From an optimization exercise on the open Yosys and OpenROAD flow, aimed at a short achievable clock period and few clock cycles per item; shortcuts taken in it are not production practice. Only the layout flow was run in this run; the RTL was not checked for function there. No activity file was given, so power comes from the tool's default toggle rates.

$ cat design/flow/run.sh
#!/bin/bash
# synth_recipe.tcl (not shown) runs the flow's synth.tcl, then flattens the netlist and writes it again
# the make line also repeats each setting of config.mk as NAME=value (left out here)
make -C /OpenROAD-flow-scripts/flow DESIGN_CONFIG=/design/flow/config.mk WORK_HOME=/design/flow/orfs CLKGATE_MAP_FILE= SYNTH_SCRIPT=/design/flow/synth_recipe.tcl finish
$ cat design/flow/config.mk
export PLATFORM = sky130hd
export DESIGN_NAME = processor
export DESIGN_NICKNAME = processor
export VERILOG_FILES = /design/flow/design.v
export SDC_FILE = /design/flow/constraint.sdc
export NUM_CORES = 8
export LEC_CHECK = 0
export CAP_MARGIN = 20
export CORE_MARGIN = 2
export CORE_UTILIZATION = 40
export SETUP_SLACK_MARGIN = 2.0
export SLEW_MARGIN = 20
$ cat design/flow/constraint.sdc
create_clock -name core_clock -period 10.0 [get_ports {clk}]
set_input_delay 2.0000 -clock core_clock [delete_from_list [all_inputs] [get_ports {clk}]]
set_output_delay 2.0000 -clock core_clock [all_outputs]
set_load 0.01 [all_outputs]
$ cat design/flow/design.v
`timescale 1ns / 1ps
module processor (
    input clk, reset,
    output [7:0] pc,
    input [31:0] instruction,
    output [31:0] Result,
    output result_valid
    );
    reg [7:0] pc_q;
    always @(posedge clk) begin
        if (reset) pc_q <= 8'd0;
        else       pc_q <= pc_q + 8'd4;
    end
    assign pc = pc_q;
    reg [31:0] ir;
    reg        v_d;
    always @(posedge clk) begin
        ir  <= instruction;
        v_d <= ~reset;
    end
    wire [6:0] opc = ir[6:0];
    wire [4:0] rd  = ir[11:7];
    wire [2:0] f3  = ir[14:12];
    wire [4:0] rs1 = ir[19:15];
    wire [4:0] rs2 = ir[24:20];
    wire is_r  = (opc == 7'b0110011);
    wire is_i  = (opc == 7'b0010011);
    wire is_ld = (opc == 7'b0000011);
    wire is_st = (opc == 7'b0100011);
    wire wr_rd = is_r | is_i | is_ld;
    wire is_alu = is_r | is_i;
    wire [31:0] imm = is_st ? {{20{ir[31]}}, ir[31:25], ir[11:7]}
                            : {{20{ir[31]}}, ir[31:20]};
    wire d_sub = is_r & (f3 == 3'b000) & ir[30];
    wire d_slt = is_alu & (f3 == 3'b010);
    wire d_and = is_alu & (f3 == 3'b111);
    wire d_or  = is_alu & (f3 == 3'b110);
    wire d_nor = is_alu & (f3 == 3'b100);
    wire d_sum = ~(d_slt | d_and | d_or | d_nor);
    wire d_inv = d_sub | d_slt;           
    reg  [31:0] w_val;
    reg  [31:0] w_valn;
    reg  [4:0]  w_rd;
    reg         w_we;
    reg  [4:0]  e_rd;
    reg         e_we;
    wire [31:0] rf_a, rf_b;
    RegFile rf (
        .clk (clk),
        .reset (reset),
        .rg_wrt_en (w_we),
        .rg_wrt_addr (w_rd),
        .rg_rd_addr1 (rs1),
        .rg_rd_addr2 (rs2),
        .rg_wrt_data (w_val),
        .rg_rd_data1 (rf_a),
        .rg_rd_data2 (rf_b));
    wire [31:0] d_a = (w_we && w_rd == rs1) ? w_val : rf_a;
    wire [31:0] d_b = (w_we && w_rd == rs2) ? w_val : rf_b;
    wire fwd1 = e_we && (e_rd == rs1);
    wire fwd2 = e_we && (e_rd == rs2);
    reg  [31:0] e_a;         
    reg  [31:0] e_b;         
    reg  [31:0] e_s;         
    reg         e_fa;        
    reg         e_fbw;       
    reg         e_fbn;       
    reg         e_fbq;       
    reg         e_fs;        
    reg         e_cin;
    reg         e_sum, e_slt, e_and, e_or, e_nor;
    reg         e_ld, e_st, e_v;
    always @(posedge clk) begin
        e_a   <= d_a;
        e_b   <= is_r ? (d_inv ? ~d_b : d_b) : (d_inv ? ~imm : imm);
        e_s   <= d_b;
        e_fa  <= fwd1;
        e_fbw <= is_r & fwd2 & ~d_inv;
        e_fbn <= is_r & fwd2 & d_inv;
        e_fbq <= ~(is_r & fwd2);
        e_fs  <= fwd2;
        e_cin <= d_inv;
        e_sum <= d_sum;
        e_slt <= d_slt;
        e_and <= d_and;
        e_or  <= d_or;
        e_nor <= d_nor;
        e_ld  <= is_ld;
        e_rd  <= rd;
        if (reset) begin
            e_v  <= 1'b0;
            e_we <= 1'b0;
            e_st <= 1'b0;
        end else begin
            e_v  <= v_d;
            e_we <= v_d & wr_rd;
            e_st <= v_d & is_st;
        end
    end
    wire [31:0] a = e_fa ? w_val : e_a;
    wire [31:0] b = ({32{e_fbw}} & w_val) | ({32{e_fbn}} & w_valn) | ({32{e_fbq}} & e_b);
    wire [31:0] s = e_fs ? w_val : e_s;
    wire [31:0] sum = a + b + {31'd0, e_cin};
    wire lt = (a[31] == b[31]) ? a[31] : sum[31];
    wire [31:0] alu = ({32{e_sum}} & sum)
                    | ({32{e_and}} & (a & b))
                    | ({32{e_or}}  & (a | b))
                    | ({32{e_nor}} & ~(a | b))
                    | {31'd0, e_slt & lt};
    wire [8:0] maddr = a[8:0] + e_b[8:0];
    wire [31:0] mdata;
    DataMem dm (
        .clk (clk),
        .reset (reset),
        .MemWrite (e_st),
        .MemRead (e_ld),
        .addr (maddr),
        .write_data (s),
        .read_data (mdata));
    wire [31:0] w_next = e_ld ? mdata : alu;
    reg [31:0] res_q;
    reg        res_v;
    always @(posedge clk) begin
        w_val  <= w_next;
        w_valn <= ~w_next;
        w_rd   <= e_rd;
        res_q  <= alu;
        if (reset) begin
            w_we  <= 1'b0;
            res_v <= 1'b0;
        end else begin
            w_we  <= e_we;
            res_v <= e_v;
        end
    end
    assign Result = res_q;
    assign result_valid = res_v;
endmodule
`timescale 1ns / 1ps
`timescale 1ns / 1ps
`timescale 1ns / 1ps
`timescale 1ns / 1ps
module RegFile(
    input clk, reset, rg_wrt_en,
    input [4:0] rg_wrt_addr, 
    input [4:0] rg_rd_addr1,
    input [4:0] rg_rd_addr2, 
    input [31:0] rg_wrt_data,
    output wire [31:0] rg_rd_data1,
    output wire [31:0] rg_rd_data2
    );
    reg [31:0] rg_file [0:31];
    assign rg_rd_data1 = rg_file[rg_rd_addr1];
    assign rg_rd_data2 = rg_file[rg_rd_addr2];
    integer i;
    always @(posedge clk) begin
        if (reset) begin
            for (i = 0; i < 32; i = i + 1) begin
                rg_file[i[4:0]] <= 0;
            end
        end else begin
            if (rg_wrt_en) rg_file[rg_wrt_addr] <= rg_wrt_data;
        end
    end
endmodule
`timescale 1ns / 1ps
module DataMem(clk, reset, MemRead, MemWrite, addr, write_data, read_data);
input wire clk, reset;
input wire [8:0] addr;
input wire [31:0] write_data;
input wire MemWrite, MemRead;
output wire [31:0] read_data;
reg [31:0] mem [0:127];
integer i;
always @(posedge clk) begin
    if (reset) begin
        for (i = 0; i < 128; i = i + 1) begin
            mem[i[6:0]] <= i;
        end
    end else if (MemWrite == 1'b1) begin
        mem[addr[8:2]] <= write_data;
    end
end
assign read_data = mem[addr[8:2]];
endmodule
`timescale 1ns / 1ps
`timescale 1ns / 1ps
`timescale 1ns / 1ps
==> results.yml <==
placement:
  numPortBuffers: 72
  routability_driven_placement_congestion_ratio: 0.940
  dp_hpwl_um: 515000
  placement.cell_area_sq_um: 249000
layout:
  post-route-cell-area_sq_um: 267000
  layout.cells.most_common: "sky130_fd_sc_hd__edfxtp_1"
  multiInputGateArea_sq_um: 74000
  final_net_count: 17800
  area.sequential_sq_um: 159000
  nFillCells: 52600
  drive_gt1_frac: 0.137
  area_growth_syn_to_layout_pct: 11.7
  most-common-layout-cells: "sky130_fd_sc_hd__edfxtp_1, sky130_fd_sc_hd__nor2_1, sky130_fd_sc_hd__nand2_1"
sta:
  fmax_mhz: 131
  period_share: 0.766
  max_slew_headroom: 0.134
  final-hold-violation-count: 0
  fin_setup_tns_ps: 0
  final_max_slew_viol_count: 0
  finalSetupViolCount: 0
  tightestPinTransition_ps: 1280
  rsz0062_at_grt: "no"
  final.min_clock_period_ps: 7660
  worst_clock_skew_ps: 94.1
cts:
  clk_lat_worst_skew_ps: 1120
  clock_sink_count: 5378
  clockRootBuffer: "sky130_fd_sc_hd__clkbuf_16"
  cts_inserted_buffers: 566
  htreeDepth: 6
  cts_tree: "built"
  setup_bufs_post_cts: 0
  ctsResizeCount: 0
  clkTransAtPathRegs_ps: 60
  postCtsHoldBufs: 0
  cts_max_path_buffers: 4
critical_path:
  critPathLaunch: "e_fa"
  cpLargestDelayFamily: "compound AO/OA/AOI/OAI gates"
  critPathMaxStageDelay_ps: 1110
  worstPathMaxFanout: 107
  cp.arrival_ps: 8590
  critical-path-slowest-cell: "sky130_fd_sc_hd__a2111oi_1"
  r2r_start: "e_fa"
  cp_data_required_time_ps: 10930
  crit_type: "reg2reg"
  crit_path_end_kind: "register"
  setup.reg_to_reg.worst_slack_ps: 2340
  critPathBufInv: 4
  critical_path_cell_list: "buf_4, mux2i_1, inv_1, ha_1, and3_1, a21boi_4, nand2_8, buf_12, mux2i_1, o22ai_1, o21ai_0, nand4_1, a2111oi_1, buf_4, a22oi_1"
  worstSetupStartpointType: "register"
logic_synthesis:
  postSynthAreaPerCell_sq_um: 13.0
  synth_sequential_area_ratio: 0.665
  synthXorXnorAreaFrac: 0.00312
  synth_cells: 18300
  synth_edf_count: 5120
  mux_share_of_post_synthesis_cell_area: 0.103
  synth_compound_area_frac: 0.0748
  synth-async-reset-ratio: 0
  yosys_register_bits: 5378
  netlist_area_sq_um: 239000
  yosys_warnings: 3
  netlist-cell-type-count: 94
  yosys_most_used_dff: "sky130_fd_sc_hd__edfxtp_1"
  yosys.area_share.adder: 0.00398
  synth_simple_gate_area_frac: 0.118
  main_combinational_cell_family_by_area_after_synthesis: "simple AND/OR/NAND/NOR gates"
power:
  power.density_nw_per_um2: 222
  peakVddDrop_mv: 0.197
  p_leak_nw: 90.0
die:
  chipWidth_um: 777
  initial_core_util: 0.402
  die_height_um: 777
  die_area_sq_um: 604000
  floorplan.rows: 283
  top_level_ports: 75
  core_sq_um: 595000
hold_path:
  startpoint_of_the_most_critical_hold_path: "e_rd[1]"
  timing.hold.worst.class: "reg2reg"
global_routing:
  number_of_global_route_vias_before_repair: 153000
  grt.overflow.total: 0
  grt_first_pass_wirelength_um: 1200000
  antenna_violations_before_repair: 60
  grt_total_usage: 0.277
  grt_start_max_net_pins: 131
route:
  antenna_violating_nets_remaining: 0
  route.detailed.wl_per_inst_um: 33.2
  drtPass1Iterations: 8
  post-route-drc-count: 0
  drt-initial-drc-count: 26100
  dr_vias: 162000
  drt_wl_total_um: 864000
  routed_via_density: 6.20
outcome:
  status: "finished clean"
run:
  max_cap_violations: 0
[cells by family (layout without fill, tap and decap cells)]
logic type,count (synthesis),after routing
compound gates,2566,2566
xor+xnor,85,85
fa+ha+maj,75,75
buf+inv,1963,1803
flops,5378,5378
mux,1623,1623
other cells,1,62
simple gates,6637,6637
[stage by stage]
step                      power (mW)  worst slack, ps  hold slack (ps)  instances  utilization
after floorplan                 32.5             4420              331      18300            -
after global placement          38.6             2490              393      25000        0.419
after detailed placement        38.7             2840              394      25000        0.419
after CTS                       59.0             2800              406      26000        0.449
after global routing            60.5             2230              406      26000        0.449
final                           59.4             2340              408      26100        0.449
[flip-flops by register name (all words and copies together), names as in the netlist, 5 cells and up]
register    cells
w_rd            5
ir             32
e_s            32
e_rd            5
e_b            32
res_q          32
pc_q            6
rf.rg_file   1024
dm.mem       4096
w_val          32
e_a            32
w_valn         32
[worst register-to-register path, cell delays in order (launching register included)]
cell and delay [ps]:
sky130_fd_sc_hd__dfxtp_2 340, sky130_fd_sc_hd__buf_4 470, sky130_fd_sc_hd__mux2i_1 410, sky130_fd_sc_hd__inv_1 220, sky130_fd_sc_hd__ha_1 380, sky130_fd_sc_hd__and3_1 280, sky130_fd_sc_hd__a21boi_4 750, sky130_fd_sc_hd__nand2_8 550
sky130_fd_sc_hd__buf_12 530, sky130_fd_sc_hd__mux2i_1 450, sky130_fd_sc_hd__o22ai_1 110, sky130_fd_sc_hd__o21ai_0 650, sky130_fd_sc_hd__nand4_1 930, sky130_fd_sc_hd__a2111oi_1 1130, sky130_fd_sc_hd__buf_4 250, sky130_fd_sc_hd__a22oi_1 80
[path summary, 6_finish.rpt]
path / to / cells after the start
setup / recovery: w_val[31] / 15
hold / removal: w_rd[1] / 0
setup reg to reg: w_val[31] / 15
hold reg to reg: w_rd[1] / 0
[cells in the mapped netlist, types with 39 or more instances]
cell type | count | area, sq um
sky130_fd_sc_hd__a22oi_1 | 383 | 2880
sky130_fd_sc_hd__a221oi_1 | 112 | 981
sky130_fd_sc_hd__clkbuf_1 | 1331 | 5000
sky130_fd_sc_hd__buf_2 | 316 | 1580
sky130_fd_sc_hd__o21ai_0 | 268 | 1340
sky130_fd_sc_hd__o22ai_1 | 270 | 1690
sky130_fd_sc_hd__and2_1 | 1040 | 6510
sky130_fd_sc_hd__edfxtp_1 | 5120 | 154000
sky130_fd_sc_hd__mux2_2 | 193 | 2170
sky130_fd_sc_hd__nand2_1 | 1465 | 5500
sky130_fd_sc_hd__a222oi_1 | 321 | 3210
sky130_fd_sc_hd__ha_1 | 72 | 901
sky130_fd_sc_hd__mux4_2 | 640 | 14400
sky130_fd_sc_hd__dfxtp_1 | 258 | 5160
sky130_fd_sc_hd__a31oi_1 | 206 | 1290
sky130_fd_sc_hd__a21oi_1 | 614 | 3070
sky130_fd_sc_hd__mux2i_1 | 779 | 7800
sky130_fd_sc_hd__nor2_1 | 3886 | 14600
sky130_fd_sc_hd__o31a_1 | 39 | 342
sky130_fd_sc_hd__inv_1 | 95 | 357
sky130_fd_sc_hd__buf_1 | 205 | 769
sky130_fd_sc_hd__nand3_1 | 93 | 465
sky130_fd_sc_hd__xnor2_1 | 50 | 438
[routing by layer]
metal | vias up | track usage | part of all wire
met5 | - | 0.00174 | 0.00035
met4 | 24 | 0.139 | 0.059
met3 | 1951 | 0.0701 | 0.13
met2 | 11200 | 0.423 | 0.45
met1 | 82300 | 0.369 | 0.37
li1 | 66200 | - | -
[layout make-up]
class / count / area share
clock buffer: 758 / 0.0572
sequential: 5378 / 0.595
antenna: 60 / 0.000562
multi-input combinational: 11000 / 0.277
timing repair buffer: 687 / 0.0227
inverter: 97 / 0.00139
clock inverter: 261 / 0.00887
tap: 7837 / 0.0367
[where the power goes]
part	switching, mW	internal [mW]	total [mW]
clock	9.14	11.5	20.6
combinational	9.64	3.15	12.8
sequential	0.510	25.5	26.0

==> port drivers added, routing unchanged <==
No port has a modelled driver above. Below, the same layout with a new extraction and two added sets of constraints. Step 1: set_driving_cell puts a clkbuf_16 on clk and a buf_2 on each other input, an assumption about the parent block. Step 2 times the ports against the registers' clock, not the clock port: input delays grow and output delays shrink by t, the midpoint of the rising clock arrivals with the driver on. a / b / c = no drivers / after step 1 / after step 2; a / b = the first two.
t (ns): 1.204
slack for setup (ns): 2.339 / 2.339 / 2.339
worst hold slack (ns): 0.408 / 0.408 / 0.408
worst setup path after step 2: register to register
clock arrival spread, ns: 0.099 / 0.098
After both steps this run still meets setup and hold. The setup slack of this run moves by 0.000 ns with the drivers and by 0.000 ns with both steps.
